Source: an optimization exercise on an open RTL-to-GDS flow (aim: small area, a short achievable clock period and few clock cycles). Production flows keep margins and buffers that such runs may drop. At most, simulation tests tie the RTL to the original design; equivalence was not proved. Function not checked in runs 1 to 5: the RTL went through the layout flow alone. Power is estimated from default activity; no workload was simulated.

--- flow/constraint.sdc ---
create_clock -name core_clock -period 21.0 [get_ports {clk}]
set_input_delay 4.2000 -clock core_clock [delete_from_list [all_inputs] [get_ports {clk}]]
set_output_delay 4.2000 -clock core_clock [all_outputs]
set_load 0.01 [all_outputs]
--- flow/flow/run.sh ---
#!/bin/bash
# Standard synthesis, then the ORFS layout with two changes: ports are
# buffered with buf_1 cells, and timing repair aims at a larger setup slack
# margin (the clock period and all constraints are unchanged).
set -euo pipefail
W=$(pwd)
MARGIN=${MARGIN:-1.5}
bash standard.sh synth > synth.log 2>&1
make -C "$FLOW_HOME" DESIGN_CONFIG="$FLOW_CONFIG" WORK_HOME="$W/orfs" CLKGATE_MAP_FILE= \
  SYNTH_SCRIPT="$W/synth_recipe.tcl" CAP_MARGIN=20 CORE_MARGIN=2 CORE_UTILIZATION=40 \
  SETUP_SLACK_MARGIN=$MARGIN SLEW_MARGIN=20 \
  BUFFER_PORTS_ARGS="-buffer_cell sky130_fd_sc_hd__buf_1" finish > layout.log 2>&1
R="$W/orfs/results/$FLOW_PLATFORM/int_calc/base"
: # left out here: write the final layout as DEF
--- flow/standard.sh ---
#!/bin/bash
# synth_recipe.tcl (not shown) runs the flow's synth.tcl, then flattens the netlist and writes it again
# the make line also repeats each setting of config.mk as NAME=value (left out here)
make -C /OpenROAD-flow-scripts/flow DESIGN_CONFIG=/design/flow/config.mk WORK_HOME=/design/flow/orfs CLKGATE_MAP_FILE= SYNTH_SCRIPT=/design/flow/synth_recipe.tcl "${@:-finish}"
--- flow/design.v ---
module pfx_add(a, b, ci, s, co);
   parameter W = 32;
   parameter T = 1;
   input  [W-1:0] a, b;
   input          ci;
   output [W-1:0] s;
   output         co;
   reg [W-1:0] p, g, pp, gg;
   reg [W:0]   c;
   integer i, j;
   always @(*) begin
      p = a ^ b;
      g = a & b;
      g[0] = g[0] | (p[0] & ci);
      pp = p;
      gg = g;
      if (T == 0) begin
         for (i = 1; i < W; i = i + 1)
            gg[i] = g[i] | (p[i] & gg[i-1]);
      end else if (T == 1) begin
         for (i = 0; i < 7; i = i + 1)
            for (j = 2 * (1 << i) - 1; j < W; j = j + 2 * (1 << i)) begin
               gg[j] = gg[j] | (pp[j] & gg[j - (1 << i)]);
               pp[j] = pp[j] & pp[j - (1 << i)];
            end
         for (i = 6; i >= 0; i = i - 1)
            for (j = 3 * (1 << i) - 1; j < W; j = j + 2 * (1 << i)) begin
               gg[j] = gg[j] | (pp[j] & gg[j - (1 << i)]);
               pp[j] = pp[j] & pp[j - (1 << i)];
            end
      end else if (T == 2) begin
         for (i = 0; i < 7; i = i + 1)
            for (j = 0; j < W; j = j + 1)
               if ((j >> i) % 2 == 1) begin
                  gg[j] = gg[j] | (pp[j] & gg[((j >> i) << i) - 1]);
                  pp[j] = pp[j] & pp[((j >> i) << i) - 1];
               end
      end else begin
         for (i = 0; i < 7; i = i + 1)
            for (j = W - 1; j >= (1 << i); j = j - 1) begin
               gg[j] = gg[j] | (pp[j] & gg[j - (1 << i)]);
               pp[j] = pp[j] & pp[j - (1 << i)];
            end
      end
      c = {gg, ci};
   end
   assign s  = p ^ c[W-1:0];
   assign co = c[W];
endmodule
module int_calc(clk, rst, start, A, B, done, int_add, int_sub, int_mul, int_div, int_mod, addCo, addCy, subCo, subCy);
   input clk;
   input rst;
   input start;
   input [63:0] A;
   input [31:0] B;
   output done;
   output [31:0] int_add;
   output [31:0] int_sub;
   output [63:0] int_mul;
   output [31:0] int_div;
   output [31:0] int_mod;
   output addCo;
   output addCy;
   output subCo;
   output subCy;
   localparam TD = 1;           
   localparam TM = 1;           
   reg [31:0] b_r;              
   reg [63:0] p_r;              
   reg        last;             
   reg [31:0] r_r;              
   reg [31:0] q_r;              
   reg [31:0] sum_r;            
   reg [31:0] dif_r;            
   reg        add_c, sub_c;     
   reg        add_v, sub_v;     
   reg [3:0]  cnt;
   reg        busy;
   reg        done_r;
   wire       fin = busy & (cnt == 4'd15);    
   assign done    = done_r;
   assign int_mul = p_r;
   assign int_div = q_r;
   assign int_mod = r_r;
   assign int_add = sum_r;
   assign int_sub = dif_r;
   assign addCo   = add_c;
   assign addCy   = add_v;
   assign subCo   = sub_c;
   assign subCy   = sub_v;
   wire [1:0] sa = p_r[1:0];                   
   wire [1:0] sb = b_r[{cnt, 1'b0} +: 2];      
   wire       ac1 = (sa[0] & sb[0]) | (sa[0] & add_c) | (sb[0] & add_c);
   wire       ac2 = (sa[1] & sb[1]) | (sa[1] & ac1) | (sb[1] & ac1);
   wire [1:0] as = {sa[1] ^ sb[1] ^ ac1, sa[0] ^ sb[0] ^ add_c};
   wire       sc1 = (sa[0] & ~sb[0]) | (sa[0] & sub_c) | (~sb[0] & sub_c);
   wire       sc2 = (sa[1] & ~sb[1]) | (sa[1] & sc1) | (~sb[1] & sc1);
   wire [1:0] ds = {sa[1] ^ ~sb[1] ^ sc1, sa[0] ^ ~sb[0] ^ sub_c};
   wire [33:0] m_ext = {{2{b_r[31]}}, b_r};
   wire [2:0]  bd = {p_r[1:0], last};
   wire [33:0] pp = ((bd[1] ^ bd[0]) ? m_ext : (bd[2] ^ bd[0]) ? {m_ext[32:0], 1'b0} : 34'd0)
                    ^ {34{bd[2]}};
   wire [33:0] mt;
   wire        mco_unused;
   pfx_add #(.W(34), .T(TM)) u_mul(.a({{2{p_r[63]}}, p_r[63:32]}), .b(pp), .ci(bd[2]), .s(mt), .co(mco_unused));
   wire [63:0] p_next = {mt, p_r[31:2]};
   wire [33:0] R = {r_r, q_r[31:30]};
   wire [33:0] s1;              
   wire        c1;              
   pfx_add #(.W(34), .T(TD)) u_d1(.a(R), .b(~{2'b00, b_r}), .ci(1'b1), .s(s1), .co(c1));
   wire [32:0] s2;              
   wire        c2;              
   pfx_add #(.W(33), .T(TD)) u_d2(.a(R[33:1]), .b(~{1'b0, b_r}), .ci(1'b1), .s(s2), .co(c2));
   wire [35:0] x3 = {2'b00, R};
   wire [35:0] y3 = ~{4'b0000, b_r};
   wire [35:0] z3 = ~{3'b000, b_r, 1'b0};
   wire [35:0] cs_s = x3 ^ y3 ^ z3;
   wire [35:0] cs_c = (x3 & y3) | (x3 & z3) | (y3 & z3);
   wire [35:0] s3;              
   wire        co3_unused;
   pfx_add #(.W(36), .T(TD)) u_d3(.a(cs_s), .b({cs_c[34:0], 1'b1}), .ci(1'b1), .s(s3), .co(co3_unused));
   wire        c3 = ~s3[35];    
   wire        sel0 = ~c1;
   wire        sel1 = c1 & ~c2;
   wire        sel2 = c2 & ~c3;
   wire        sel3 = c3;
   wire [31:0] r_n = ({32{sel0}} & R[31:0]) | ({32{sel1}} & s1[31:0]) |
                     ({32{sel2}} & {s2[30:0], R[0]}) | ({32{sel3}} & s3[31:0]);
   wire [31:0] q_n = {q_r[29:0], c2, sel1 | sel3};
   always @(posedge clk) begin
      if (!busy) begin
         b_r  <= B;
         p_r  <= {32'd0, A[31:0]};
         last <= 1'b0;
         r_r  <= A[63:32];
         q_r  <= A[31:0];
      end else begin
         p_r  <= p_next;
         last <= p_r[1];
         r_r  <= r_n;
         q_r  <= q_n;
      end
      sum_r <= {as, sum_r[31:2]};
      dif_r <= {ds, dif_r[31:2]};
      add_c <= busy ? ac2 : 1'b0;
      sub_c <= busy ? sc2 : 1'b1;
      add_v <= ac1 ^ ac2;
      sub_v <= sc1 ^ sc2;
      if (rst) begin
         busy   <= 1'b0;
         done_r <= 1'b0;
         cnt    <= 4'd0;
      end else begin
         busy   <= start | (busy & ~fin);
         done_r <= fin;
         cnt    <= busy ? cnt + 4'd1 : 4'd0;
      end
   end
endmodule  
--- flow/config.mk ---
export PLATFORM = sky130hd
export DESIGN_NAME = int_calc
export DESIGN_NICKNAME = int_calc
export VERILOG_FILES = /design/flow/design.v
export SDC_FILE = /design/flow/constraint.sdc
export NUM_CORES = 4
export LEC_CHECK = 0
export CAP_MARGIN = 20
export CORE_MARGIN = 2
export CORE_UTILIZATION = 40
export SETUP_SLACK_MARGIN = 1.5
export SLEW_MARGIN = 20
==> flow_metrics.tcl, run 1 <==
set metrics [dict create \
    cp-start-kind "flop" \
    track_usage_pct 22.5 \
    worstPathCellList "buf_1" \
    crit_start "p_r[0]" \
    cts_tree "yes" \
    hold_viol 0 \
    fmax_mhz 172 \
    die_h_um 195 \
    ctsHoldBuffers 0 \
    cts_resized 0 \
    synth_top_area_share_pct 27.8 \
    fp.dieW_um 195 \
    drt_wl_total_um 43200 \
    cpMaxStageDelayCell "dfxtp_1" \
    min_path_type "reg -> reg" \
    areaGrowthSynthToFinish_pct 16.3 \
    dr.pass1.iters 6 \
    required_ns 16.80 \
    fill_cells 3540 \
    path_buf_inv 1 \
    ys_ff_latch 235 \
    post_cts_buffers 0 \
    die-area_sq_um 38200 \
    fp-row-count 70 \
    slew_viol_final 0 \
    core_region_area_sq_um 36300 \
    final_common_cell "buf_1" \
    stdcell_area_sq_um 17000 \
    cts_root_buf "clkbuf_16" \
    synth_fp_nets 1847 \
    critPathCaptureType "primary output" \
    grt_antenna_before_repair 1 \
    grt_pass1_wl_um 66900 \
    slowest_delay_ns 0.71 \
    grt_max_degree 88 \
    syn_inst 1521 \
    final_layout_size_suffix_gt1_share_pct 5.30 \
    synth_cell_types 65 \
    arrival_ns 1.62 \
    nets 2115 \
    setup_viol 0 \
    io_pins 296 \
    max_cap_violations 0 \
    htree_levels 1 \
    hp-start "sum_r[21]" \
    cts_made_buffers 28 \
    synth-async-reset-ratio_pct 0 \
    post_dp_cell_area_sq_um 16100 \
    tns_ns 0 \
    finClkSkew_ns 0.0375 \
    layout_common_cells "295 x buf_1, 210 x nand2_1, 202 x dfxtp_1, 145 x inv_1, 128 x ha_1" \
    ir_worst_vdd_mv 0.0775 \
    rsz0062_at_grt "no" \
    clock_latency_ns 0.59 \
    detail-route-antenna-nets 0 \
    initialDrtViolationCount 636 \
    worst_pin_slew_ns 1.00 \
    ys.flop_type "dfxtp_1" \
    clock_sink_count 235 \
    syn_area_sq_um 14600 \
    routed_via_density 5.28 \
    gp_congestion 0.915 \
    yosysTopAreaCell "dfxtp_1" \
    wl_per_cell_um 19.0 \
    synth.avg_cell_area_sq_um 9.63 \
    num_vias 12000 \
    yosysWarnings 4 \
    synth_edf_count 32 \
    port_buffers 295 \
    finalCritPeriodShare_pct 27.7 \
    seq_area_sq_um 5030 \
    status "finished clean" \
    grt_pass1_vias 12000 \
    worstSetupPathType "reg -> out" \
    drcViolationCount 0 \
    multiInputGateArea_sq_um 8790 \
    critPathMaxFanout 16 \
    yosysSeqAreaShare_pct 34.3 \
    grt_overflow_total 0 \
    relSlewSlack_pct 33.1 \
    rr_startpoint "last" \
    min_period_ns 5.82 \
    hpwl_um 33900 \
    cp_top_family "flip-flops" \
    power_mw 2.65 \
    initial_core_util_pct 40.3 \
    leakage_nw 7.41 \
    clockBufferDepth 3 \
    yosys-top-cells-area "dfxtp_1 28%, fa_1 14%, ha_1 11%" \
    power.density_nw_per_um2 155 \
    clk_pin_slew_worst_paths_ns 0.06 \
]
[cells in the mapped netlist, types with 7 or more instances]
cell type,count
a21o_1,47
a21oi_1,106
a221oi_1,31
a31oi_1,12
a41oi_1,18
and2_1,10
buf_1,8
clkbuf_1,43
dfxtp_1,203
edfxtp_1,32
fa_1,99
ha_1,128
inv_1,145
mux2i_1,7
mux4_2,10
nand2_1,210
nand2b_1,8
nand3_1,22
nand4_1,8
nor2_1,105
nor2b_1,10
nor3_1,16
o211ai_1,7
o21a_1,9
o21ai_0,45
o21bai_1,9
o221ai_1,8
o221ai_2,9
o22ai_1,8
o32a_1,10
xnor2_1,24
xor2_1,42
[flip-flops by register name, summed over array words and instances (netlist names)]
name,cells
p_r,64
b_r,32
dif_r,32
q_r,32
r_r,32
sum_r,32
cnt,4
add_c,1
add_v,1
busy,1
done_r,1
last,1
sub_c,1
sub_v,1
[area by class of cell]
| cell class | count | area share, % |
|---|---|---|
| well taps | 468 | 3.44 |
| clock buffers | 37 | 4.43 |
| repair buffers | 301 | 6.77 |
| clock inverters | 15 | 0.963 |
| multi-input cells | 1077 | 51.6 |
| inverters | 146 | 3.23 |
| flip-flops and latches | 235 | 29.5 |
| diodes | 1 | 0.0147 |
[worst paths after layout]
check,cells after the start,slack (ns),to
max reg2reg,15,15.68,p_r[62]
min reg2reg,0,0.35,sum_r[19]
min,0,0.35,sum_r[19]
max,1,15.18,int_mul[0]
[per-layer routing]
| metal | vias up | part of all wire [%] | global-route usage, % |
|---|---|---|---|
| li1 | 5831 | - | - |
| met1 | 5740 | 40 | 26.7 |
| met2 | 412 | 51 | 40.9 |
| met3 | 61 | 6.5 | 4.63 |
| met4 | 2 | 2.7 | 6.56 |
| met5 | - | 0.030 | 0 |
[cells by family after synthesis]
family | share of synthesized area (%)
AO/OA/AOI/OAI | 17.1
XOR/XNOR | 3.95
adder cells (fa/ha/maj) | 24.5
multiplexers | 2.32
flip-flops | 34.3
AND/OR/NAND/NOR | 12.1
buffers and inverters | 5.70
[power by group]
part,switching [mW],total [mW],internal [mW]
logic,0.862,1.45,0.592
registers,0.141,0.713,0.572
clock network,0.207,0.478,0.271
total,1.21,2.65,1.44
[per-stage QoR]
stage | hold slack [ns] | instances | util (%) | setup slack, ns
floorplan | 0.382 | 1521 | - | 16.30
global placement | 0.330 | 2227 | 44.3 | 15.65
detailed placement | 0.334 | 2227 | 44.3 | 15.43
CTS | 0.347 | 2279 | 46.8 | 15.10
global route | 0.351 | 2279 | 46.8 | 15.06
finish | 0.348 | 2280 | 46.8 | 15.18
==> inputs of run 2 (changes only) <==
--- a/flow/flow/run.sh
+++ b/flow/flow/run.sh
@@ -4,7 +4,7 @@
 # margin (the clock period and all constraints are unchanged).
 set -euo pipefail
 W=$(pwd)
-MARGIN=${MARGIN:-1.5}
+MARGIN=${MARGIN:-15.5}
 bash standard.sh synth > synth.log 2>&1
 make -C "$FLOW_HOME" DESIGN_CONFIG="$FLOW_CONFIG" WORK_HOME="$W/orfs" CLKGATE_MAP_FILE= \
   SYNTH_SCRIPT="$W/synth_recipe.tcl" CAP_MARGIN=20 CORE_MARGIN=2 CORE_UTILIZATION=40 \
==> run 2 against run 1 <==
  * Critical path depth is the same
  * Global-route usage grew 0.18 points
  * Still clean on timing, DRC and antenna
  * Largest cell class unchanged
  * First-iteration DRC count grew 1.9%
  * Fmax grew 6.7%
  * Critical path type unchanged
  * Combinational power is essentially flat
  * Final cell count grew 0.18%
  * Setup slack gained 0.37 ns
  * Via count grew 0.42%
  * Die area is the same
  * Synthesized area is the same
  * Sequential share of layout area is essentially flat
==> flow_metrics.tcl, run 2 <==
set metrics [dict create \
    required_ns 16.80 \
    clock_latency_ns 0.59 \
    power_frac_comb_pct 54.9 \
    critPathMaxFanout 5 \
    die_h_um 195 \
    synth_cell_types 65 \
    syn_area_sq_um 14600 \
    htree_levels 1 \
    worstSetupPathType "reg -> out" \
    final_layout_size_suffix_gt1_share_pct 7.44 \
    crit_start "r_r[24]" \
    max_cap_violations 0 \
    ir_worst_vdd_mv 0.0778 \
    syn_inst 1521 \
    slowest_delay_ns 0.48 \
    clock_sink_count 235 \
    synth_top_area_share_pct 27.8 \
    grt_pass1_wl_um 67300 \
    p_sw_share_pct 45.6 \
    yosysMostFrequentCell "nand2_1" \
    largest_register_ffs 64 \
    stdcell_area_sq_um 17100 \
    cts_root_buf "clkbuf_16" \
    min_path_type "reg -> reg" \
    gp_congestion 0.915 \
    largest-register "p_r" \
    die-area_sq_um 38200 \
    cp.depth 1 \
    hpwl_um 33900 \
    synth_fp_nets 1847 \
    rr_worst_depth 15 \
    worstPathCellList "buf_1" \
    synth_xor_area_share_pct 3.95 \
    drt_wl_total_um 43600 \
    p_int_mw 1.45 \
    fp.dieW_um 195 \
    crit_end "int_mod[24]" \
    cts_tree "yes" \
    cp-start-kind "flop" \
    clk_pin_slew_worst_paths_ns 0.06 \
    grt_max_degree 88 \
    fin_util_pct 47.2 \
    grt_antenna_before_repair 1 \
    status "finished clean" \
    power.share.clock_pct 18.0 \
    grt_pass1_vias 12100 \
    ys.flop_type "dfxtp_1" \
    areaGrowthSynthToFinish_pct 17.1 \
    leakage_nw 7.47 \
    fmax_mhz 183 \
    worst_r2r_endpoint "p_r[62]" \
    post_dp_cell_area_sq_um 16100 \
    nets 2119 \
    rsz0062_at_grt "yes" \
    synth_edf_count 32 \
    ff2ff_setup_slack_ns 15.99 \
    path_buf_inv 1 \
    detail-route-antenna-nets 0 \
    rr_startpoint "last" \
    initial_core_util_pct 40.3 \
    post_synth_mux_area_share_pct 2.32 \
    power.density_nw_per_um2 155 \
    tns_ns 0 \
    yosysWarnings 4 \
    cts_made_buffers 28 \
    port_buffers 295 \
    yosysSeqAreaShare_pct 34.3 \
    synth_compound_area_share_pct 17.1 \
    setup_viol 0 \
    yosysTopAreaCell "dfxtp_1" \
    initialDrtViolationCount 648 \
    io_pins 296 \
    core_region_area_sq_um 36300 \
    synth-simple-area-share_pct 12.1 \
    power_mw 2.66 \
    relSlewSlack_pct 36.6 \
    min_period_ns 5.45 \
    hold_viol 0 \
    clockBufferDepth 3 \
    slew_viol_final 0 \
    track_usage_pct 22.7 \
    arrival_ns 1.25 \
    synth.avg_cell_area_sq_um 9.63 \
    drcViolationCount 0 \
    dr.pass1.iters 5 \
    grt_overflow_total 0 \
    ys_ff_latch 235 \
    cp_top_family "flip-flops" \
    routed_via_density 5.30 \
    finalCritPeriodShare_pct 26.0 \
    critPathCaptureType "primary output" \
    yosys-top-cells-area "dfxtp_1 28%, fa_1 14%, ha_1 11%" \
    worst_pin_slew_ns 0.950 \
    final_common_cell "buf_1" \
    wl_per_cell_um 19.1 \
    synth-async-reset-ratio_pct 0 \
    synth_fa_ha_area_share_pct 24.5 \
    fp-row-count 70 \
    p_sw_mw 1.21 \
    finClkSkew_ns 0.0365 \
    synth_top_family_by_area "adder cells" \
    pwr-share-seq_pct 27.1 \
    num_vias 12100 \
    synth_common_cells "210 x nand2_1, 203 x dfxtp_1, 145 x inv_1, 128 x ha_1, 106 x a21oi_1" \
    layout_common_cells "291 x buf_1, 210 x nand2_1, 172 x dfxtp_1, 145 x inv_1, 128 x ha_1" \
    cpMaxStageDelayCell "dfxtp_1" \
]
## run 2: cell type report
type | instances | area [sq um]
diodes | 1 | 2.50
clock buffers | 37 | 754
clock inverters | 15 | 164
fillers | 3519 | 19200
inverters | 146 | 549
multi-input cells | 1077 | 8790
flip-flops and latches | 235 | 5070
well taps | 468 | 586
repair buffers | 305 | 1220
## run 2: cell families (layout without fill, tap and decap cells)
group | Yosys count | in the layout
simple gates | 406 | 406
xor+xnor | 66 | 66
other cells | 0 | 1
flops | 235 | 235
buf+inv | 209 | 503
compound gates | 357 | 357
fa+ha+maj | 227 | 227
mux | 21 | 21
## run 2: worst min-delay path by stage
stage	from	endpoint	slack (ns)	cells after the start
global placement	sum_r[19]	sum_r[17]	0.33	0
floorplan	dif_r[2]	dif_r[0]	0.38	0
detailed placement	sum_r[19]	sum_r[17]	0.33	0
global route	dif_r[29]	dif_r[27]	0.35	0
CTS	sum_r[19]	sum_r[17]	0.35	0
finish	sum_r[21]	sum_r[19]	0.35	0
## run 2: through the flow
step	cells	hold WS, ns	setup slack [ns]
4_1_cts	2281	0.347	15.50
2_1_floorplan	1521	0.382	16.30
5_1_grt	2283	0.351	15.47
3_3_place_gp	2227	0.330	15.65
6_report	2284	0.348	15.55
3_5_place_dp	2227	0.334	15.43
## run 2: layer usage
metal	part of all wire (%)	vias up	GRT usage [%]
li1	-	5836	-
met1	40	5796	26.8
met2	50	398	41.3
met3	6.2	65	4.78
met4	2.9	2	6.45
met5	0.030	-	0
## run 2: power groups by stage
stage / Clock, mW / Sequential, mW / Combinational (mW)
2_1_floorplan: 0 / 0.727 / 1.05
3_3_place_gp: 0 / 0.722 / 1.43
3_5_place_dp: 0 / 0.724 / 1.45
4_1_cts: 0.492 / 0.721 / 1.47
5_1_grt: 0.509 / 0.737 / 1.66
6_report: 0.478 / 0.720 / 1.46
## run 2: timing repair
| item | 4_1_cts | 5_1_grt |
|---|---|---|
| buffers inserted | 1 | 2 |
| pin swaps | 0 | 0 |
| cloned | 1 | 0 |
| hold buffers | 0 | 0 |
| setup endpoints to repair | 22 | 21 |
| resized for setup | 29 | 13 |
==> inputs of run 3 (changes only) <==
==> flow/flow/run.sh (replaced) <==
#!/bin/bash
# Standard synthesis, then the ORFS layout with these changes: ports are
# buffered with buf_1 cells, timing repair aims at a larger setup slack
# margin, and the settings in params.sh (the clock period and all
# constraints are unchanged).
set -euo pipefail
W=$(pwd)
MARGIN=15.5
EXTRA=()
source flow/params.sh
bash standard.sh synth > synth.log 2>&1
make -C "$FLOW_HOME" DESIGN_CONFIG="$FLOW_CONFIG" WORK_HOME="$W/orfs" CLKGATE_MAP_FILE= \
  SYNTH_SCRIPT="$W/synth_recipe.tcl" CAP_MARGIN=20 CORE_MARGIN=2 CORE_UTILIZATION=40 \
  SETUP_SLACK_MARGIN=$MARGIN SLEW_MARGIN=20 \
  BUFFER_PORTS_ARGS="-buffer_cell sky130_fd_sc_hd__buf_1" "${EXTRA[@]}" finish > layout.log 2>&1
R="$W/orfs/results/$FLOW_PLATFORM/int_calc/base"
: # left out here: write the final layout as DEF
==> flow/flow/params.sh (new file) <==
MARGIN=16.0
EXTRA=( )
==> run 3 against run 2 <==
  * Still clean
  * Cell area grew 15%
  * Die area is the same
  * Register-to-register slack gained 0.38 ns
  * Synthesized cell count is the same
  * Clock power grew 0.8%
  * Core utilization grew 7.2 points
  * Hold slack gained 0.0081 ns
  * Sequential share of layout area shrank 2.3 points
  * Fmax grew 1.9%
  * First-iteration DRC count grew 12%
  * Largest power group unchanged
==> flow_metrics.tcl, run 3 <==
set metrics [dict create \
    status "finished clean" \
    finClkSkew_ns 0.0351 \
    dp.cells 2227 \
    initialDrtViolationCount 724 \
    final_layout_size_suffix_gt1_share_pct 31.5 \
    fp-row-count 70 \
    ir_worst_vdd_mv 0.0909 \
    slew_viol_final 0 \
    hpwl_um 33900 \
    clock_sink_count 235 \
    worstPathCellList "buf_12 > buf_6" \
    grt_pass1_wl_um 72100 \
    port_buffers 295 \
    synth_common_cells "210 x nand2_1, 203 x dfxtp_1, 145 x inv_1, 128 x ha_1, 106 x a21oi_1" \
    fp.dieW_um 195 \
    grt_overflow_total 0 \
    die_h_um 195 \
    hold_viol 0 \
    drt_wl_total_um 47300 \
    routed_via_density 5.34 \
    p_sw_share_pct 42.8 \
    power_mw 2.97 \
    layout_common_cells "210 x nand2_1, 193 x buf_6, 145 x inv_1, 145 x dfxtp_2, 128 x ha_1" \
    track_usage_pct 24.3 \
    min_path_type "reg -> reg" \
    cts_root_buf "clkbuf_16" \
    final_common_cell "nand2_1" \
    final_cell_count_no_fill 2398 \
    fmax_mhz 187 \
    synth_cell_types 65 \
    finalCritPeriodShare_pct 25.5 \
    p_int_mw 1.70 \
    num_vias 12800 \
    required_ns 16.80 \
    clockBufferDepth 3 \
    tns_ns 0 \
    die-area_sq_um 38200 \
    syn_inst 1521 \
    power_frac_comb_pct 59.9 \
    power.density_nw_per_um2 150 \
    ff2ff_setup_slack_ns 16.37 \
    ctsHoldBuffers 0 \
    wl_per_cell_um 19.7 \
    worst_pin_slew_ns 0.959 \
    htree_levels 1 \
    fill_cells 3143 \
    cts_tree "yes" \
    yosysMostFrequentCell "nand2_1" \
    worstSetupPathType "reg -> out" \
    grt_pass1_vias 12900 \
    p_sw_mw 1.27 \
    ys.flop_type "dfxtp_1" \
    max_cap_violations 0 \
    synth_edf_count 32 \
    grt_max_degree 88 \
    synth-async-reset-ratio_pct 0 \
    slowest_delay_ns 0.35 \
    largest-register "p_r" \
    arrival_ns 1.15 \
    synth_fp_nets 1847 \
    initial_core_util_pct 40.3 \
    fin_util_pct 54.4 \
    largest_register_ffs 64 \
    synth.avg_cell_area_sq_um 9.63 \
    leakage_nw 9.00 \
    nets 2233 \
    yosysTopAreaCell "dfxtp_1" \
    synth_top_area_share_pct 27.8 \
    clock_latency_ns 0.59 \
    detail-route-antenna-nets 0 \
    yosys-top-cells-area "dfxtp_1 28%, fa_1 14%, ha_1 11%" \
    areaGrowthSynthToFinish_pct 35.1 \
    grt_antenna_before_repair 0 \
    rr_startpoint "b_r[8]" \
    min_period_ns 5.35 \
    power.share.clock_pct 16.2 \
    rsz0062_at_grt "yes" \
    critPathCaptureType "primary output" \
    critPathMaxFanout 2 \
    yosysWarnings 4 \
    core_region_area_sq_um 36300 \
    worst_r2r_endpoint "r_r[10]" \
    crit_end "int_mul[1]" \
    clk_pin_slew_worst_paths_ns 0.07 \
    yosysSeqAreaShare_pct 34.3 \
    setup_viol 0 \
    cp-start-kind "flop" \
    relSlewSlack_pct 36.1 \
    gp_congestion 0.915 \
    rr_worst_depth 12 \
    syn_area_sq_um 14600 \
    cts_made_buffers 28 \
    crit_start "p_r[1]" \
    pwr-share-seq_pct 23.9 \
    ys_ff_latch 235 \
    dr.pass1.iters 5 \
    drcViolationCount 0 \
    io_pins 296 \
    cpMaxStageDelayCell "dfxtp_4" \
]
-- run 3: worst min-delay path by stage --
stage / slack (ns) / end / cells after the start / start
after detailed placement: 0.33 / sum_r[17] / 0 / sum_r[19]
after global placement: 0.33 / sum_r[17] / 0 / sum_r[19]
after CTS: 0.34 / sum_r[17] / 0 / sum_r[19]
after floorplan: 0.38 / dif_r[0] / 0 / dif_r[2]
final: 0.36 / sum_r[17] / 0 / sum_r[19]
after global routing: 0.36 / sum_r[10] / 0 / sum_r[12]
-- run 3: final cells by class --
cell class / instances / area [sq um] / share of cell area (%)
diodes: 1 / 2.50 / 0.0127
clock buffers: 37 / 754 / 3.81
repair buffers: 418 / 3520 / 17.8
multi-input cells: 1078 / 8810 / 44.5
clock inverters: 15 / 164 / 0.829
flip-flops and latches: 235 / 5390 / 27.3
well taps: 468 / 586 / 2.96
inverters: 146 / 549 / 2.78
-- run 3: per-stage QoR --
stage	hold slack, ns	cell area, sq um	setup WS (ns)
after detailed placement	0.334	16100	15.43
final	0.356	19800	15.65
after global placement	0.330	16100	15.65
after global routing	0.358	19800	15.62
after floorplan	0.382	14600	16.30
after CTS	0.338	19500	15.63
-- run 3: what timing repair did --
| item | CTS | global route |
|---|---|---|
| pin swaps | 0 | 1 |
| setup endpoints to repair | 208 | 199 |
| gates resized for setup | 646 | 13 |
| buffers inserted | 90 | 26 |
| gates cloned | 1 | 1 |
-- run 3: critical path: cells and delay by family, from the launching register on --
family	cells	cell delay [ns]
flops	1	0.35
buf+inv	2	0.23
-- run 3: cell families after synthesis --
kind of cell	count (synthesis)	synth area share, %
flip-flops	235	34.3
XOR/XNOR	66	3.95
AND/OR/NAND/NOR	406	12.1
AO/OA/AOI/OAI	357	17.1
multiplexers	21	2.32
adder cells (fa/ha/maj)	227	24.5
buffers and inverters	209	5.70
-- run 3: power by group through the flow --
| stage | Combinational (mW) | Clock [mW] | Sequential (mW) |
|---|---|---|---|
| final | 1.78 | 0.482 | 0.710 |
| after global routing | 1.98 | 0.511 | 0.721 |
| after CTS | 1.76 | 0.492 | 0.706 |
| after detailed placement | 1.45 | 0 | 0.724 |
| after global placement | 1.43 | 0 | 0.722 |
| after floorplan | 1.05 | 0 | 0.727 |
-- run 3: routing by layer --
layer / part of all wire (%) / global-route usage, % / wire length (um)
met1: 38 / 28.0 / 18100
met2: 51 / 44.1 / 24000
met3: 6.8 / 5.11 / 3230
met4: 4.0 / 9.19 / 1890
met5: 0 / 0 / 0
==> inputs of run 4 (changes only) <==
==> flow/flow/params.sh (replaced) <==
MARGIN=15.5
EXTRA=( CORE_UTILIZATION=75 )
==> run 4 against run 3 <==
  * Combinational power shrank 15%
  * Core utilization grew 32 points
  * Synthesized cell count did not move
  * Flip-flop and latch count stayed put
  * Fmax decreased by 1.9%
  * Critical endpoint is now int_mod[29]
  * Largest cell class unchanged
  * Largest power group unchanged
==> flow_metrics.tcl, run 4 <==
set metrics [dict create \
    initialDrtViolationCount 1172 \
    clock_sink_count 235 \
    io_pins 296 \
    hp-start "dif_r[29]" \
    synth-async-reset-ratio_pct 0 \
    fin_util_pct 86.2 \
    crit_start "r_r[29]" \
    p_sw_share_pct 46.6 \
    leakage_nw 7.37 \
    slew_viol_final 0 \
    final_common_cell "buf_1" \
    areaGrowthSynthToFinish_pct 13.9 \
    synth_xor_area_share_pct 3.95 \
    synth_top_area_share_pct 27.8 \
    path_buf_inv 1 \
    post_dp_cell_area_sq_um 15800 \
    cts_made_buffers 24 \
    synth_common_cells "210 x nand2_1, 203 x dfxtp_1, 145 x inv_1, 128 x ha_1, 106 x a21oi_1" \
    clk_pin_slew_worst_paths_ns 0.07 \
    pwr-share-seq_pct 26.9 \
    syn_inst 1521 \
    final_layout_size_suffix_gt1_share_pct 5.71 \
    stdcell_area_sq_um 16700 \
    yosysSeqAreaShare_pct 34.3 \
    critPathMaxFanout 5 \
    slowest_delay_ns 0.44 \
    setup_ws_ns 15.55 \
    track_usage_pct 42.8 \
    worstSetupPathType "reg -> out" \
    port_buffers 295 \
    ir_worst_vdd_mv 0.123 \
    clock_latency_ns 0.54 \
    clockBufferDepth 3 \
    grt_max_degree 93 \
    synth_fp_nets 1847 \
    max_cap_violations 0 \
    nets 2111 \
    detail-route-antenna-nets 0 \
    critPathCaptureType "primary output" \
    drcViolationCount 0 \
    ys_ff_latch 235 \
    min_path_type "reg -> reg" \
    power_frac_comb_pct 56.8 \
    yosysWarnings 4 \
    finClkSkew_ns 0.0261 \
    layout_common_cells "294 x buf_1, 210 x nand2_1, 190 x dfxtp_1, 145 x inv_1, 128 x ha_1" \
    synth_edf_count 32 \
    initial_core_util_pct 75.7 \
    num_vias 13100 \
    synth_fa_ha_area_share_pct 24.5 \
    power.share.clock_pct 16.3 \
    arrival_ns 1.25 \
    syn_area_sq_um 14600 \
    tns_ns 0 \
    status "finished clean" \
    fp-row-count 51 \
    fill_cells 1092 \
    yosysTopAreaCell "dfxtp_1" \
    p_int_mw 1.42 \
    dr.pass1.iters 7 \
    power.density_nw_per_um2 160 \
    yosys-top-cells-area "dfxtp_1 28%, fa_1 14%, ha_1 11%" \
    largest_register_ffs 64 \
    p_sw_mw 1.24 \
    grt_pass1_wl_um 68200 \
    setup_viol 0 \
    wl_per_cell_um 21.6 \
    drt_wl_total_um 44600 \
    synth_top_family_by_area "adder cells" \
    synth_cell_types 65 \
    hold_viol 0 \
    htree_levels 1 \
    pre_cts_ws_ns 15.42 \
    synth.avg_cell_area_sq_um 9.63 \
    synth-simple-area-share_pct 12.1 \
    rsz0062_at_grt "yes" \
    synth_compound_area_share_pct 17.1 \
    finalCritPeriodShare_pct 25.9 \
    routed_via_density 6.34 \
    hpwl_um 31500 \
    cp-start-kind "flop" \
    grt_pass1_vias 13000 \
    post_synth_mux_area_share_pct 2.32 \
    die_h_um 144 \
    worst_pin_slew_ns 0.971 \
    ys.flop_type "dfxtp_1" \
    cpMaxStageDelayCell "dfxtp_1" \
    fp.dieW_um 144 \
    grt_antenna_before_repair 1 \
    yosysMostFrequentCell "nand2_1" \
    min_period_ns 5.45 \
    worstPathCellList "buf_1" \
    post_cts_buffers 0 \
    core_region_area_sq_um 19300 \
    cts_tree "yes" \
    gp_congestion 0.943 \
    rr_startpoint "last" \
    relSlewSlack_pct 35.3 \
    die-area_sq_um 20700 \
    cp_top_family "flip-flops" \
    required_ns 16.80 \
    cts_root_buf "clkbuf_16" \
    fmax_mhz 184 \
    grt_overflow_total 0 \
    largest-register "p_r" \
]
## run 4: cell counts after synthesis
No cell type changed its count.
## run 4: area by class of cell
type                    count  area, sq um  share of cell area (%)
clock buffers              34          691                    4.14
well taps                 265          332                    1.99
flip-flops and latches    235         5050                    30.3
repair buffers            301         1150                    6.92
inverters                 146          549                    3.29
clock inverters            10          106                   0.638
multi-input cells        1077         8800                    52.7
diodes                      1         2.50                  0.0150
## run 4: final timing paths
path	slack, ns	cells past startpoint	end
max	15.55	1	int_mod[29]
min	0.34	0	dif_r[27]
max reg2reg	15.84	15	p_r[62]
min reg2reg	0.34	0	dif_r[27]
## run 4: per-stage QoR
| stage | total power, mW | std cells | hold slack (ns) |
|---|---|---|---|
| finish | 2.67 | 2069 | 0.342 |
| global route | 2.86 | 2069 | 0.353 |
| CTS | 2.63 | 2068 | 0.344 |
| detailed placement | 2.17 | 2024 | 0.335 |
| global placement | 2.10 | 2024 | 0.331 |
| floorplan | 1.78 | 1521 | 0.382 |
## run 4: repair_timing
item,4_1_cts,5_1_grt
endpoints found under the setup margin,4,13
pin swaps,0,0
resized for setup,3,13
hold buffers,0,0
endpoints found under the hold margin,0,0
## run 4: cell families (layout without fill, tap and decap cells)
| family | Yosys count | in the layout |
|---|---|---|
| AO/OA/AOI/OAI | 357 | 357 |
| XOR/XNOR | 66 | 66 |
| adder cells (fa/ha/maj) | 227 | 227 |
| buffers and inverters | 209 | 491 |
| flip-flops | 235 | 235 |
| multiplexers | 21 | 21 |
| other | 0 | 1 |
| AND/OR/NAND/NOR | 406 | 406 |
## run 4: metal layers
metal,track usage [%],vias to the layer above,share of wire (%)
met5,1.75,-,0
met4,29.5,0,7.4
met3,10.0,218,9.9
met2,71.7,868,48
met1,48.3,6208,34
li1,-,5825,-
## run 4: power by group through the flow
stage | clock, mW | sequential (mW) | combinational (mW)
4_1_cts | 0.435 | 0.708 | 1.49
5_1_grt | 0.453 | 0.730 | 1.67
3_5_place_dp | 0 | 0.713 | 1.46
2_1_floorplan | 0 | 0.727 | 1.05
3_3_place_gp | 0 | 0.708 | 1.39
6_report | 0.435 | 0.717 | 1.51
==> inputs of run 5 (changes only) <==
==> flow/flow/params.sh (replaced) <==
MARGIN=15.5
EXTRA=( CORE_UTILIZATION=65 CTS_CLUSTER_SIZE=25 CTS_CLUSTER_DIAMETER=60 )
==> run 5 against run 4 <==
  * Non-clock buffer count unchanged
  * Clock skew is 0.0031 ns lower
  * Sequential power shrank 2%
  * Global-route usage down 9.3 points
  * Setup slack better by 0.0025 ns
  * Sequential share of layout area increased by 0.12 points
  * Flip-flop and latch count did not move
  * Core utilization decreased by 11 points
  * Wire length is 11% lower
  * Critical path depth unchanged
  * Register-to-register slack improved by 0.09 ns
  * Critical path type unchanged
  * Critical endpoint unchanged
==> flow_metrics.tcl, run 5 <==
set metrics [dict create \
    die-area_sq_um 23700 \
    hold-path-endpoint "dif_r[12]" \
    clock_sink_count 235 \
    ctsHoldBuffers 0 \
    track_usage_pct 33.5 \
    yosysMostFrequentCell "nand2_1" \
    min_path_type "reg -> reg" \
    dr.pass1.iters 6 \
    leakage_nw 7.30 \
    gp_congestion 0.937 \
    slew_viol_final 0 \
    fp-row-count 54 \
    post_dp_cell_area_sq_um 15900 \
    core_region_area_sq_um 22000 \
    syn_area_sq_um 14600 \
    setup_viol 0 \
    synth-simple-area-share_pct 12.1 \
    initial_core_util_pct 66.7 \
    hp-start "dif_r[14]" \
    clock_latency_ns 0.52 \
    synth_edf_count 32 \
    worst_pin_slew_ns 1.04 \
    synth_top_area_share_pct 27.8 \
    rsz0062_at_grt "no" \
    rr_worst_depth 15 \
    relSlewSlack_pct 30.8 \
    port_buffers 295 \
    setup_ws_ns 15.55 \
    wl_per_cell_um 19.2 \
    cts_made_buffers 20 \
    ir_worst_vdd_mv 0.122 \
    clk_pin_slew_worst_paths_ns 0.09 \
    required_ns 16.80 \
    ys_ff_latch 235 \
    hpwl_um 30600 \
    synth_fp_nets 1847 \
    grt_antenna_before_repair 0 \
    fp.dieW_um 154 \
    cts_root_buf "clkbuf_16" \
    htree_levels 1 \
    min_path_cells 0 \
    synth_top_family_by_area "adder cells" \
    grt_overflow_total 0 \
    yosysWarnings 4 \
    grt_max_degree 89 \
    detail-route-antenna-nets 0 \
    finClkSkew_ns 0.0230 \
    fill_cells 1654 \
    fmax_mhz 184 \
    critPathMaxFanout 5 \
    areaGrowthSynthToFinish_pct 13.3 \
    syn_inst 1521 \
    grt_pass1_vias 12000 \
    worstSetupPathType "reg -> out" \
    routed_via_density 5.92 \
    critPathCaptureType "primary output" \
    worstPathCellList "buf_1" \
    power_mw 2.57 \
    layout_common_cells "294 x buf_1, 210 x nand2_1, 196 x dfxtp_1, 145 x inv_1, 128 x ha_1" \
    grt_pass1_wl_um 63300 \
    cts_resized 4 \
    post_synth_mux_area_share_pct 2.32 \
    synth_xor_area_share_pct 3.95 \
    path_buf_inv 1 \
    ff2ff_setup_slack_ns 15.93 \
    drt_wl_total_um 39800 \
    io_pins 296 \
    largest_register_ffs 64 \
    synth_common_cells "210 x nand2_1, 203 x dfxtp_1, 145 x inv_1, 128 x ha_1, 106 x a21oi_1" \
    finalCritPeriodShare_pct 25.9 \
    worst_r2r_endpoint "p_r[62]" \
    tns_ns 0 \
    status "finished clean" \
    cp-start-kind "flop" \
    max_cap_violations 0 \
    cp_top_family "flip-flops" \
    slowest_delay_ns 0.47 \
    stdcell_area_sq_um 16600 \
    final_common_cell "buf_1" \
    clockBufferDepth 3 \
    cts_tree "yes" \
    ys.flop_type "dfxtp_1" \
    power.density_nw_per_um2 155 \
    drcViolationCount 0 \
    cpMaxStageDelayCell "dfxtp_1" \
    fin_util_pct 75.5 \
    pre_cts_ws_ns 15.55 \
    arrival_ns 1.25 \
    synth_cell_types 65 \
    die_h_um 154 \
    synth-async-reset-ratio_pct 0 \
    synth_fa_ha_area_share_pct 24.5 \
    yosysTopAreaCell "dfxtp_1" \
    yosysSeqAreaShare_pct 34.3 \
    yosys-top-cells-area "dfxtp_1 28%, fa_1 14%, ha_1 11%" \
    antenna_cells 0 \
    rr_startpoint "last" \
    nets 2107 \
    initialDrtViolationCount 904 \
    num_vias 12300 \
    min_period_ns 5.45 \
    post_cts_buffers 0 \
    synth.avg_cell_area_sq_um 9.63 \
    final_layout_size_suffix_gt1_share_pct 5.07 \
    largest-register "p_r" \
    hold_viol 0 \
    synth_compound_area_share_pct 17.1 \
]
==> run 5: cell counts after synthesis <==
Identical to the previous run, type by type.
==> run 5: final cells by class <==
| cell class | count | area, sq um | share of cell area [%] |
|---|---|---|---|
| multi-input cells | 1077 | 8800 | 53.0 |
| clock inverters | 11 | 156 | 0.943 |
| inverters | 146 | 549 | 3.31 |
| flip-flops and latches | 235 | 5040 | 30.4 |
| repair buffers | 301 | 1150 | 6.96 |
| well taps | 280 | 350 | 2.11 |
| clock buffers | 24 | 541 | 3.26 |
==> run 5: cell families after synthesis <==
kind of cell,after synthesis
buffers and inverters,209
AO/OA/AOI/OAI,357
AND/OR/NAND/NOR,406
multiplexers,21
XOR/XNOR,66
flip-flops,235
adder cells (fa/ha/maj),227
==> run 5: routing by layer <==
layer | global-route usage (%) | wire length [um] | vias to the layer above
li1 | - | - | 5801
met1 | 40.6 | 15200 | 5840
met2 | 59.4 | 19900 | 540
met3 | 5.72 | 2920 | 95
met4 | 13.3 | 1730 | 0
met5 | 0 | 0 | -
==> run 5: stage by stage <==
| stage | cells | hold slack [ns] |
|---|---|---|
| finish | 2074 | 0.347 |
| global route | 2074 | 0.356 |
| CTS | 2074 | 0.346 |
| detailed placement | 2039 | 0.334 |
| global placement | 2039 | 0.331 |
| floorplan | 1521 | 0.382 |
==> run 5: worst max-delay path by stage <==
stage	cells after the start	slack [ns]	end	startpoint
global route	15	15.50	p_r[62]	last
finish	1	15.55	int_mod[29]	r_r[29]
global placement	17	15.75	p_r[62]	p_r[0]
CTS	1	15.51	int_mod[0]	r_r[0]
floorplan	0	16.30	int_mod[0]	r_r[0]
detailed placement	17	15.55	p_r[62]	p_r[0]
==> run 5: where the power goes <==
group | total [mW] | leakage [nW] | internal (mW) | switching (mW)
combinational | 1.48 | 4.94 | 0.600 | 0.881
sequential | 0.702 | 2.03 | 0.572 | 0.130
clock | 0.391 | 0.334 | 0.199 | 0.192
==> inputs of run 6 (changes only) <==
--- a/flow/design.v
+++ b/flow/design.v
@@ -67,7 +67,7 @@
    localparam TM = 1;           
    reg [31:0] b_r;              
    reg [63:0] p_r;              
-   reg        last;             
+   reg        one_x, two_x;     
    reg [31:0] r_r;              
    reg [31:0] q_r;              
    reg [31:0] sum_r;            
@@ -97,12 +97,11 @@
    wire       sc2 = (sa[1] & ~sb[1]) | (sa[1] & sc1) | (~sb[1] & sc1);
    wire [1:0] ds = {sa[1] ^ ~sb[1] ^ sc1, sa[0] ^ ~sb[0] ^ sub_c};
    wire [33:0] m_ext = {{2{b_r[31]}}, b_r};
-   wire [2:0]  bd = {p_r[1:0], last};
-   wire [33:0] pp = ((bd[1] ^ bd[0]) ? m_ext : (bd[2] ^ bd[0]) ? {m_ext[32:0], 1'b0} : 34'd0)
-                    ^ {34{bd[2]}};
+   wire        neg = p_r[1];
+   wire [33:0] pp = (({34{one_x}} & m_ext) | ({34{two_x}} & {m_ext[32:0], 1'b0})) ^ {34{neg}};
    wire [33:0] mt;
    wire        mco_unused;
-   pfx_add #(.W(34), .T(TM)) u_mul(.a({{2{p_r[63]}}, p_r[63:32]}), .b(pp), .ci(bd[2]), .s(mt), .co(mco_unused));
+   pfx_add #(.W(34), .T(TM)) u_mul(.a({{2{p_r[63]}}, p_r[63:32]}), .b(pp), .ci(neg), .s(mt), .co(mco_unused));
    wire [63:0] p_next = {mt, p_r[31:2]};
    wire [33:0] R = {r_r, q_r[31:30]};
    wire [33:0] s1;              
@@ -131,12 +130,14 @@
       if (!busy) begin
          b_r  <= B;
          p_r  <= {32'd0, A[31:0]};
-         last <= 1'b0;
+         one_x <= A[0];
+         two_x <= A[1] & ~A[0];
          r_r  <= A[63:32];
          q_r  <= A[31:0];
       end else begin
          p_r  <= p_next;
-         last <= p_r[1];
+         one_x <= p_r[2] ^ p_r[1];
+         two_x <= (p_r[3] ^ p_r[1]) & ~(p_r[2] ^ p_r[1]);
          r_r  <= r_n;
          q_r  <= q_n;
       end
==> flow/flow/params.sh (replaced) <==
MARGIN=1.5
EXTRA=( CORE_UTILIZATION=65 CTS_CLUSTER_SIZE=25 CTS_CLUSTER_DIAMETER=60 )
==> run 6 against run 5 <==
  * Still clean
  * Synthesized area down 3.4%
  * First-iteration DRC count down 34%
  * Register-to-register slack better by 0.46 ns
  * Critical path type unchanged
  * Largest cell class unchanged
  * Largest power group unchanged
  * Highest routed layer unchanged
==> flow_metrics.tcl, run 6 <==
set metrics [dict create \
    status "finished clean" \
    clock_latency_ns 0.53 \
    yosysWarnings 4 \
    hold_viol 0 \
    synth_edf_count 32 \
    core_region_area_sq_um 21200 \
    drcViolationCount 0 \
    clk_pin_slew_worst_paths_ns 0.09 \
    wl_per_cell_um 18.6 \
    grt_overflow_total 0 \
    cp-start-kind "flop" \
    ys_ff_latch 236 \
    post_dp_cell_area_sq_um 15400 \
    finalCritPeriodShare_pct 28.4 \
    drt_wl_total_um 37200 \
    setup_viol 0 \
    grt_max_degree 88 \
    grt_antenna_before_repair 1 \
    cp_top_family "flip-flops" \
    port_buffers 295 \
    cts_resized 0 \
    stdcell_area_sq_um 16200 \
    slowest_delay_ns 1.02 \
    slew_viol_final 0 \
    syn_area_sq_um 14100 \
    ff2ff_setup_slack_ns 16.39 \
    min_period_ns 5.96 \
    worstSetupPathType "reg -> out" \
    setup_ws_ns 15.04 \
    nets 2039 \
    gp_congestion 0.887 \
    arrival_ns 1.76 \
    cts_made_buffers 21 \
    grt_pass1_wl_um 57700 \
    finClkSkew_ns 0.0188 \
    ys.flop_type "dfxtp_1" \
    layout_common_cells "295 x buf_1, 202 x nand2_1, 200 x dfxtp_1, 129 x inv_1, 128 x ha_1" \
    track_usage_pct 32.0 \
    num_vias 11600 \
    critPathCaptureType "primary output" \
    io_pins 296 \
    final_cell_count_no_fill 2003 \
    synth_fp_nets 1772 \
    yosys-top-cells-area "dfxtp_1 29%, fa_1 14%, ha_1 11%" \
    post_cts_buffers 0 \
    min_path_cells 0 \
    ir_worst_vdd_mv 0.0981 \
    cts_tree "yes" \
    initial_core_util_pct 66.7 \
    yosysMostFrequentCell "dfxtp_1" \
    hold-path-endpoint "dif_r[7]" \
    power.density_nw_per_um2 160 \
    critPathMaxFanout 38 \
    worst_pin_slew_ns 1.06 \
    synth.avg_cell_area_sq_um 9.78 \
    routed_via_density 5.79 \
    rr_worst_depth 15 \
    fp.dieW_um 152 \
    final_common_cell "buf_1" \
    power_mw 2.60 \
    detail-route-antenna-nets 0 \
    worst_r2r_endpoint "r_r[22]" \
    htree_levels 1 \
    hpwl_um 28300 \
    grt_pass1_vias 11300 \
    worstPathCellList "buf_1" \
    initialDrtViolationCount 594 \
    clock_sink_count 236 \
    synth_common_cells "204 x dfxtp_1, 202 x nand2_1, 130 x inv_1, 128 x ha_1, 99 x fa_1" \
    tns_ns 0 \
    leakage_nw 7.10 \
    yosysTopAreaCell "dfxtp_1" \
    synth-async-reset-ratio_pct 0 \
    hp-start "dif_r[9]" \
    die-area_sq_um 23000 \
    syn_inst 1446 \
    areaGrowthSynthToFinish_pct 14.5 \
    cpMaxStageDelayCell "dfxtp_2" \
    synth_top_area_share_pct 28.9 \
    rr_startpoint "b_r[6]" \
    rsz0062_at_grt "no" \
    dp.cells 1965 \
    synth_cell_types 59 \
    final_layout_size_suffix_gt1_share_pct 4.11 \
    cts_root_buf "clkbuf_16" \
    fmax_mhz 168 \
    relSlewSlack_pct 29.2 \
    yosysSeqAreaShare_pct 35.7 \
    path_buf_inv 1 \
    max_cap_violations 0 \
    min_path_type "reg -> reg" \
    largest-register "p_r" \
    pre_cts_ws_ns 15.58 \
    largest_register_ffs 64 \
    die_h_um 152 \
    dr.pass1.iters 5 \
    ctsHoldBuffers 0 \
    required_ns 16.80 \
    clockBufferDepth 3 \
    fp-row-count 53 \
]
==> run 6: layout make-up <==
| type | count | area, sq um |
|---|---|---|
| fill | 1574 | 5020 |
| inverter | 130 | 489 |
| clock buffer | 22 | 539 |
| multi-input combinational | 1024 | 8370 |
| tap | 275 | 344 |
| antenna | 1 | 2.50 |
| sequential | 236 | 5050 |
| clock inverter | 15 | 249 |
| timing repair buffer | 300 | 1140 |
==> run 6: how the worst max path moves through the flow <==
stage | startpoint | depth (start not counted) | to | slack, ns
global placement | p_r[1] | 1 | int_mul[1] | 15.59
finish | p_r[1] | 1 | int_mul[1] | 15.04
detailed placement | p_r[1] | 1 | int_mul[1] | 15.58
floorplan | r_r[0] | 0 | int_mod[0] | 16.30
global route | p_r[1] | 1 | int_mul[1] | 14.92
CTS | p_r[1] | 1 | int_mul[1] | 15.02
==> run 6: power breakdown <==
| group | switching (mW) | leakage [nW] | internal, mW |
|---|---|---|---|
| clock network | 0.212 | 0.379 | 0.221 |
| logic | 0.851 | 4.69 | 0.593 |
| registers | 0.139 | 2.04 | 0.582 |
| total | 1.20 | 7.10 | 1.40 |
==> run 6: per-stage QoR <==
stage	util, %	hold slack (ns)
4_1_cts	76.3	0.353
3_5_place_dp	72.6	0.335
2_1_floorplan	-	0.382
6_report	76.3	0.354
3_3_place_gp	72.6	0.332
5_1_grt	76.3	0.360
==> run 6: kinds of logic (layout without fill, tap and decap cells) <==
| logic type | Yosys count | in the layout | synth area share [%] |
|---|---|---|---|
| AND/OR/NAND/NOR | 366 | 366 | 10.9 |
| AO/OA/AOI/OAI | 319 | 319 | 14.9 |
| flip-flops | 236 | 236 | 35.7 |
| adder cells (fa/ha/maj) | 227 | 227 | 25.3 |
| buffers and inverters | 186 | 467 | 5.17 |
| XOR/XNOR | 98 | 98 | 6.07 |
| multiplexers | 14 | 14 | 1.89 |
| other | 0 | 1 | 0 |
==> run 6: per-layer routing <==
metal / up-vias / wire length (um) / global-route usage [%]
met1: 5582 / 14500 / 39.3
met2: 433 / 18600 / 56.5
met3: 81 / 2610 / 5.21
met5: - / 0 / 0
met4: 0 / 1440 / 12.4
li1: 5495 / - / -
Testbench counts of run 6, summed over its fixed seeds: cycles 54,408.
==> inputs of run 7 (changes only) <==
==> flow/flow/params.sh (replaced) <==
MARGIN=15.65
EXTRA=( CORE_UTILIZATION=65 CTS_CLUSTER_SIZE=25 CTS_CLUSTER_DIAMETER=60 )
==> run 7 against run 6 <==
  * Register-to-register slack worse by 0.02 ns
  * Critical endpoint is now int_mod[28]
  * Highest routed layer unchanged
  * Clock skew is 0.0023 ns lower
  * Flip-flop and latch count did not move
  * Synthesized cell count stayed put
  * Clock power about the same
  * Via count barely moved
  * Power rose by 1.0%
  * First-iteration DRC count is 8.4% higher
  * Wire length up 1.8%
==> flow_metrics.tcl, run 7 <==
set metrics [dict create \
    core_region_area_sq_um 21200 \
    num_vias 11600 \
    worstSetupPathType "reg -> out" \
    final_common_cell "buf_1" \
    port_buffers 295 \
    htree_levels 1 \
    synth_edf_count 32 \
    arrival_ns 1.11 \
    worst_pin_slew_ns 1.05 \
    drt_wl_total_um 37800 \
    cp-start-kind "flop" \
    grt_overflow_total 0 \
    die_h_um 152 \
    track_usage_pct 32.4 \
    relSlewSlack_pct 30.2 \
    io_pins 296 \
    ys_ff_latch 236 \
    clockBufferDepth 3 \
    required_ns 16.80 \
    layout_common_cells "282 x buf_1, 202 x nand2_1, 162 x dfxtp_1, 129 x inv_1, 128 x ha_1" \
    tns_ns 0 \
    nets 2042 \
    min_path_type "reg -> reg" \
    fp.dieW_um 152 \
    cts_root_buf "clkbuf_16" \
    fmax_mhz 188 \
    initialDrtViolationCount 644 \
    synth-async-reset-ratio_pct 0 \
    syn_inst 1446 \
    yosys-top-cells-area "dfxtp_1 29%, fa_1 14%, ha_1 11%" \
    finClkSkew_ns 0.0165 \
    drcViolationCount 0 \
    largest-register "p_r" \
    cts_tree "yes" \
    critPathCaptureType "primary output" \
    die-area_sq_um 23000 \
    multiInputGateArea_sq_um 8370 \
    hold_viol 0 \
    min_period_ns 5.31 \
    ys.flop_type "dfxtp_1" \
    max_cap_violations 0 \
    power.density_nw_per_um2 160 \
    synth.avg_cell_area_sq_um 9.78 \
    ir_worst_vdd_mv 0.103 \
    path_buf_inv 1 \
    cpMaxStageDelayCell "dfxtp_2" \
    dr.pass1.iters 5 \
    synth_cell_types 59 \
    fin_util_pct 77.1 \
    fp-row-count 53 \
    slew_viol_final 0 \
    clock_latency_ns 0.53 \
    fill_cells 1536 \
    cp_top_family "flip-flops" \
    status "finished clean" \
    critPathMaxFanout 6 \
    grt_antenna_before_repair 1 \
    yosysMostFrequentCell "dfxtp_1" \
    clk_pin_slew_worst_paths_ns 0.09 \
    slowest_delay_ns 0.41 \
    synth_top_area_share_pct 28.9 \
    wl_per_cell_um 18.9 \
    ff2ff_setup_slack_ns 16.37 \
    grt_pass1_vias 11400 \
    rsz0062_at_grt "no" \
    grt_max_degree 88 \
    ctsHoldBuffers 0 \
    setup_viol 0 \
    leakage_nw 7.17 \
    hpwl_um 28300 \
    yosysSeqAreaShare_pct 35.7 \
    cts_made_buffers 21 \
    final_layout_size_suffix_gt1_share_pct 7.23 \
    synth_common_cells "204 x dfxtp_1, 202 x nand2_1, 130 x inv_1, 128 x ha_1, 99 x fa_1" \
    areaGrowthSynthToFinish_pct 15.6 \
    yosysWarnings 4 \
    yosysTopAreaCell "dfxtp_1" \
    largest_register_ffs 64 \
    routed_via_density 5.78 \
    gp_congestion 0.887 \
    grt_pass1_wl_um 58300 \
    detail-route-antenna-nets 0 \
    worstPathCellList "buf_2" \
    synth_fp_nets 1772 \
    syn_area_sq_um 14100 \
    initial_core_util_pct 66.7 \
    seq_area_sq_um 5150 \
    finalCritPeriodShare_pct 25.3 \
    clock_sink_count 236 \
]
-- run 7: cell counts after synthesis --
Identical to the previous run, type by type.
-- run 7: cells by family after synthesis --
kind of cell | share of synthesized area, %
XOR/XNOR | 6.07
adder cells (fa/ha/maj) | 25.3
AND/OR/NAND/NOR | 10.9
multiplexers | 1.89
buffers and inverters | 5.17
AO/OA/AOI/OAI | 14.9
flip-flops | 35.7
-- run 7: layout make-up --
type	count	area share, %
Clock buffer	22	3.30
Tap cell	275	2.10
Inverter	130	2.99
Antenna cell	1	0.0153
Clock inverter	15	1.52
Timing Repair Buffer	303	7.40
Sequential cell	236	31.5
Multi-Input combinational cell	1024	51.2
-- run 7: routing by layer --
metal  part of all wire (%)  up-vias  global-route usage, %  routed length, um
li1                       -     5498                      -                  -
met1                     39     5571                   40.0              14600
met2                     50      444                   56.7              18900
met3                    7.4       81                   5.51               2810
met4                    3.9        0                   12.5               1460
met5                      0        -                      0                  0
-- run 7: worst paths after layout --
path,from,end,cells after the start
hold reg to reg,sum_r[3],sum_r[1],0
hold / removal,sum_r[3],sum_r[1],0
setup / recovery,r_r[28],int_mod[28],1
setup reg to reg,b_r[6],r_r[22],15
-- run 7: through the flow --
stage | cells | hold slack, ns | instance area [sq um] | setup slack, ns | power [mW]
final | 2006 | 0.353 | 16400 | 15.69 | 2.62
after global routing | 2006 | 0.360 | 16400 | 15.65 | 2.85
after CTS | 2004 | 0.353 | 16300 | 15.61 | 2.61
after detailed placement | 1965 | 0.335 | 15400 | 15.58 | 2.15
after global placement | 1965 | 0.332 | 15400 | 15.59 | 2.11
after floorplan | 1446 | 0.382 | 14100 | 16.30 | 1.76
-- run 7: timing repair --
| item | in CTS | in global routing |
|---|---|---|
| gates resized for setup | 43 | 27 |
| hold endpoints to repair | 0 | 0 |
| endpoints found under the setup margin | 34 | 27 |
| buffers inserted | 2 | 1 |
-- run 7: report_power, final --
part / total, mW / leakage [nW] / switching (mW) / internal, mW
clock network: 0.433 / 0.379 / 0.212 / 0.221
logic: 1.46 / 4.75 / 0.857 / 0.599
registers: 0.734 / 2.04 / 0.137 / 0.597
total: 2.62 / 7.17 / 1.21 / 1.42
==> inputs of run 8 (changes only) <==
==> flow/flow/params.sh (replaced) <==
MARGIN=15.8
EXTRA=( CORE_UTILIZATION=65 CTS_CLUSTER_SIZE=25 CTS_CLUSTER_DIAMETER=60 )
==> run 8 against run 7 <==
  * Flip-flop and latch count is the same
  * Global-route usage grew 2.9 points
  * Setup slack lost 0.016 ns
  * Register-to-register slack lost 0.13 ns
  * Clock skew grew 0.016 ns
  * Still clean on timing, DRC and antenna
==> flow_metrics.tcl, run 8 <==
set metrics [dict create \
    status "finished clean" \
    io_pins 296 \
    hold_viol 0 \
    clk_pin_slew_worst_paths_ns 0.10 \
    crit_end "int_div[12]" \
    post_dp_cell_area_sq_um 15400 \
    min_period_ns 5.32 \
    synth_fp_nets 1772 \
    power_mw 3.06 \
    ir_worst_vdd_mv 0.125 \
    gp_congestion 0.887 \
    power.share.clock_pct 14.7 \
    die-area_sq_um 23000 \
    yosysMostFrequentCell "dfxtp_1" \
    clockBufferDepth 3 \
    drt_wl_total_um 52600 \
    worstSetupPathType "reg -> out" \
    leakage_nw 8.47 \
    areaGrowthSynthToFinish_pct 30.6 \
    arrival_ns 1.12 \
    top_layer "met5" \
    num_vias 13500 \
    ff2ff_setup_slack_ns 16.24 \
    yosys-top-cells-area "dfxtp_1 29%, fa_1 14%, ha_1 11%" \
    synth_top_family_by_area "adder cells" \
    synth_top_area_share_pct 28.9 \
    synth-simple-area-share_pct 10.9 \
    required_ns 16.80 \
    layout_common_cells "202 x nand2_1, 161 x buf_6, 153 x dfxtp_2, 129 x inv_1, 128 x ha_1" \
    crit_start "q_r[12]" \
    largest-register "p_r" \
    path_buf_inv 1 \
    clock_latency_ns 0.55 \
    nets 2127 \
    worstPathCellList "buf_6" \
    setup_viol 0 \
    pwr-share-seq_pct 24.1 \
    synth-async-reset-ratio_pct 0 \
    cpMaxStageDelayCell "dfxtp_2" \
    final_common_cell "nand2_1" \
    stdcell_area_sq_um 18500 \
    critPathCaptureType "primary output" \
    grt_pass1_wl_um 63300 \
    fmax_mhz 188 \
    p_sw_mw 1.39 \
    worst_r2r_endpoint "r_r[2]" \
    clock_sink_count 236 \
    ys.flop_type "dfxtp_1" \
    initialDrtViolationCount 1475 \
    hpwl_um 28300 \
    yosysTopAreaCell "dfxtp_1" \
    cts_made_buffers 21 \
    power_frac_comb_pct 61.2 \
    slowest_delay_ns 0.45 \
    grt_max_degree 88 \
    wl_met3_um 6200 \
    detail-route-antenna-nets 0 \
    power.density_nw_per_um2 166 \
    syn_area_sq_um 14100 \
    initial_core_util_pct 66.7 \
    rr_startpoint "b_r[6]" \
    port_buffers 295 \
    tns_ns 0 \
    cts_tree "yes" \
    syn_inst 1446 \
    rsz0062_at_grt "yes" \
    yosysSeqAreaShare_pct 35.7 \
    die_h_um 152 \
    dr.pass1.iters 12 \
    cp_top_family "flip-flops" \
    rr_worst_depth 12 \
    finClkSkew_ns 0.0320 \
    critPathMaxFanout 2 \
    fp.dieW_um 152 \
    finalCritPeriodShare_pct 25.4 \
    final_layout_size_suffix_gt1_share_pct 29.8 \
    ys_ff_latch 236 \
    drcViolationCount 0 \
    min_path_type "reg -> reg" \
    yosysWarnings 4 \
    cp-start-kind "flop" \
    fill_cells 1020 \
    grt_overflow_total 0 \
    cp.depth 1 \
    synth_edf_count 32 \
    wl_met2_um 24400 \
    drt-met1-wl_um 17700 \
    cts_root_buf "clkbuf_16" \
    worst_pin_slew_ns 1.25 \
    synth_xor_area_share_pct 6.07 \
    htree_levels 1 \
    fp-row-count 53 \
    track_usage_pct 35.3 \
    synth.avg_cell_area_sq_um 9.78 \
    grt_pass1_vias 12200 \
    synth_fa_ha_area_share_pct 25.3 \
    routed_via_density 6.44 \
    slew_viol_final 0 \
    p_int_mw 1.67 \
    synth_cell_types 59 \
    synth_compound_area_share_pct 14.9 \
    grt_antenna_before_repair 5 \
    synth_common_cells "204 x dfxtp_1, 202 x nand2_1, 130 x inv_1, 128 x ha_1, 99 x fa_1" \
    p_sw_share_pct 45.5 \
    core_region_area_sq_um 21200 \
    wl_per_cell_um 25.1 \
    max_cap_violations 0 \
    largest_register_ffs 64 \
    relSlewSlack_pct 16.5 \
    post_synth_mux_area_share_pct 1.89 \
]
==> run 8: cell counts after synthesis <==
No cell type changed its count.
==> run 8: kinds of logic (layout without fill, tap and decap cells) <==
family,count (synthesis),count (layout)
AO/OA/AOI/OAI,319,319
multiplexers,14,14
adder cells (fa/ha/maj),227,227
flip-flops,236,236
XOR/XNOR,98,98
buffers and inverters,186,555
AND/OR/NAND/NOR,366,366
other,0,5
==> run 8: worst min-delay path by stage <==
stage | endpoint | cells after the start | slack [ns] | start
final | sum_r[13] | 0 | 0.36 | sum_r[15]
after CTS | dif_r[20] | 0 | 0.35 | dif_r[22]
after global placement | dif_r[9] | 0 | 0.33 | dif_r[11]
after global routing | sum_r[13] | 0 | 0.37 | sum_r[15]
after floorplan | dif_r[0] | 0 | 0.38 | dif_r[2]
after detailed placement | sum_r[1] | 0 | 0.34 | sum_r[3]
==> run 8: routing by layer <==
metal | vias to the layer above | global-route usage (%)
li1 | 5677 | -
met1 | 6344 | 41.2
met2 | 1094 | 64.1
met3 | 365 | 5.93
met4 | 2 | 15.1
met5 | - | 0
==> run 8: repair_timing <==
action | in CTS | in global routing
hold buffers | 0 | 0
endpoints found under the setup margin | 193 | 169
resized for setup | 428 | 178
endpoints found under the hold margin | 0 | 0
setup buffers | 63 | 24
==> run 8: stage by stage <==
stage	hold slack, ns	setup slack, ns	std cells	util [%]
5_1_grt	0.367	15.67	2094	87.1
4_1_cts	0.347	15.77	2065	82.9
6_report	0.362	15.68	2095	87.1
3_5_place_dp	0.335	15.58	1965	72.6
3_3_place_gp	0.332	15.59	1965	72.6
2_1_floorplan	0.382	16.30	1446	-
==> run 8: area by class of cell <==
cell class              instances  area [sq um]  share of cell area (%)
clock inverters                15           249                    1.35
repair buffers                388          3100                    16.8
diodes                          5          12.5                  0.0677
inverters                     130           489                    2.65
clock buffers                  22           539                    2.92
flip-flops and latches        236          5370                    29.1
well taps                     275           344                    1.86
multi-input cells            1024          8370                    45.3
==> run 8: power by group through the flow <==
stage                     sequential, mW  combinational, mW  clock (mW)
final                              0.737               1.87       0.451
after global routing               0.744               2.03       0.464
after CTS                          0.697               1.67       0.438
after detailed placement           0.730               1.42           0
after global placement             0.726               1.38           0
after floorplan                    0.750               1.01           0

==> static timing again, ports no longer ideal <==
The flow's constraints put no driver on any port. The routed layouts listed below were extracted and timed again, unchanged, in two steps. Step 1 (the two cells are an assumption about what drives the block):
set clk [get_ports {clk}]
set_driving_cell -lib_cell sky130_fd_sc_hd__clkbuf_16 $clk
set_driving_cell -lib_cell sky130_fd_sc_hd__buf_2 [delete_from_list [all_inputs] $clk]
Step 2, shift: input delay + t, output delay - t, t = (earliest + latest rising clock arrival at the registers) / 2. This alone moves slack from input paths to output paths. Slacks: ideal / step 1 / step 2; pairs: ideal / step 1.
| run | t (ns) | setup WS [ns] | worst data-port slew with drivers (ns) | pins driven straight from the clock port |
|---|---|---|---|---|
| run 1 | 0.631 | 15.182 / 15.122 / 15.683 | 0.10 | 1 |
| run 2 | 0.631 | 15.549 / 15.489 / 15.991 | 0.09 | 1 |
| run 3 | 0.633 | 15.652 / 15.594 / 16.209 | 0.09 | 1 |
| run 4 | 0.571 | 15.551 / 15.507 / 15.844 | 0.06 | 1 |
| run 5 | 0.558 | 15.553 / 15.505 / 15.926 | 0.08 | 1 |
| run 6 | 0.568 | 15.035 / 14.986 / 15.554 | 0.08 | 1 |
| run 7 | 0.567 | 15.692 / 15.642 / 16.197 | 0.08 | 1 |
| run 8 | 0.585 | 15.675 / 15.626 / 15.994 | 0.09 | 1 |
After both steps every run listed still meets setup and hold.
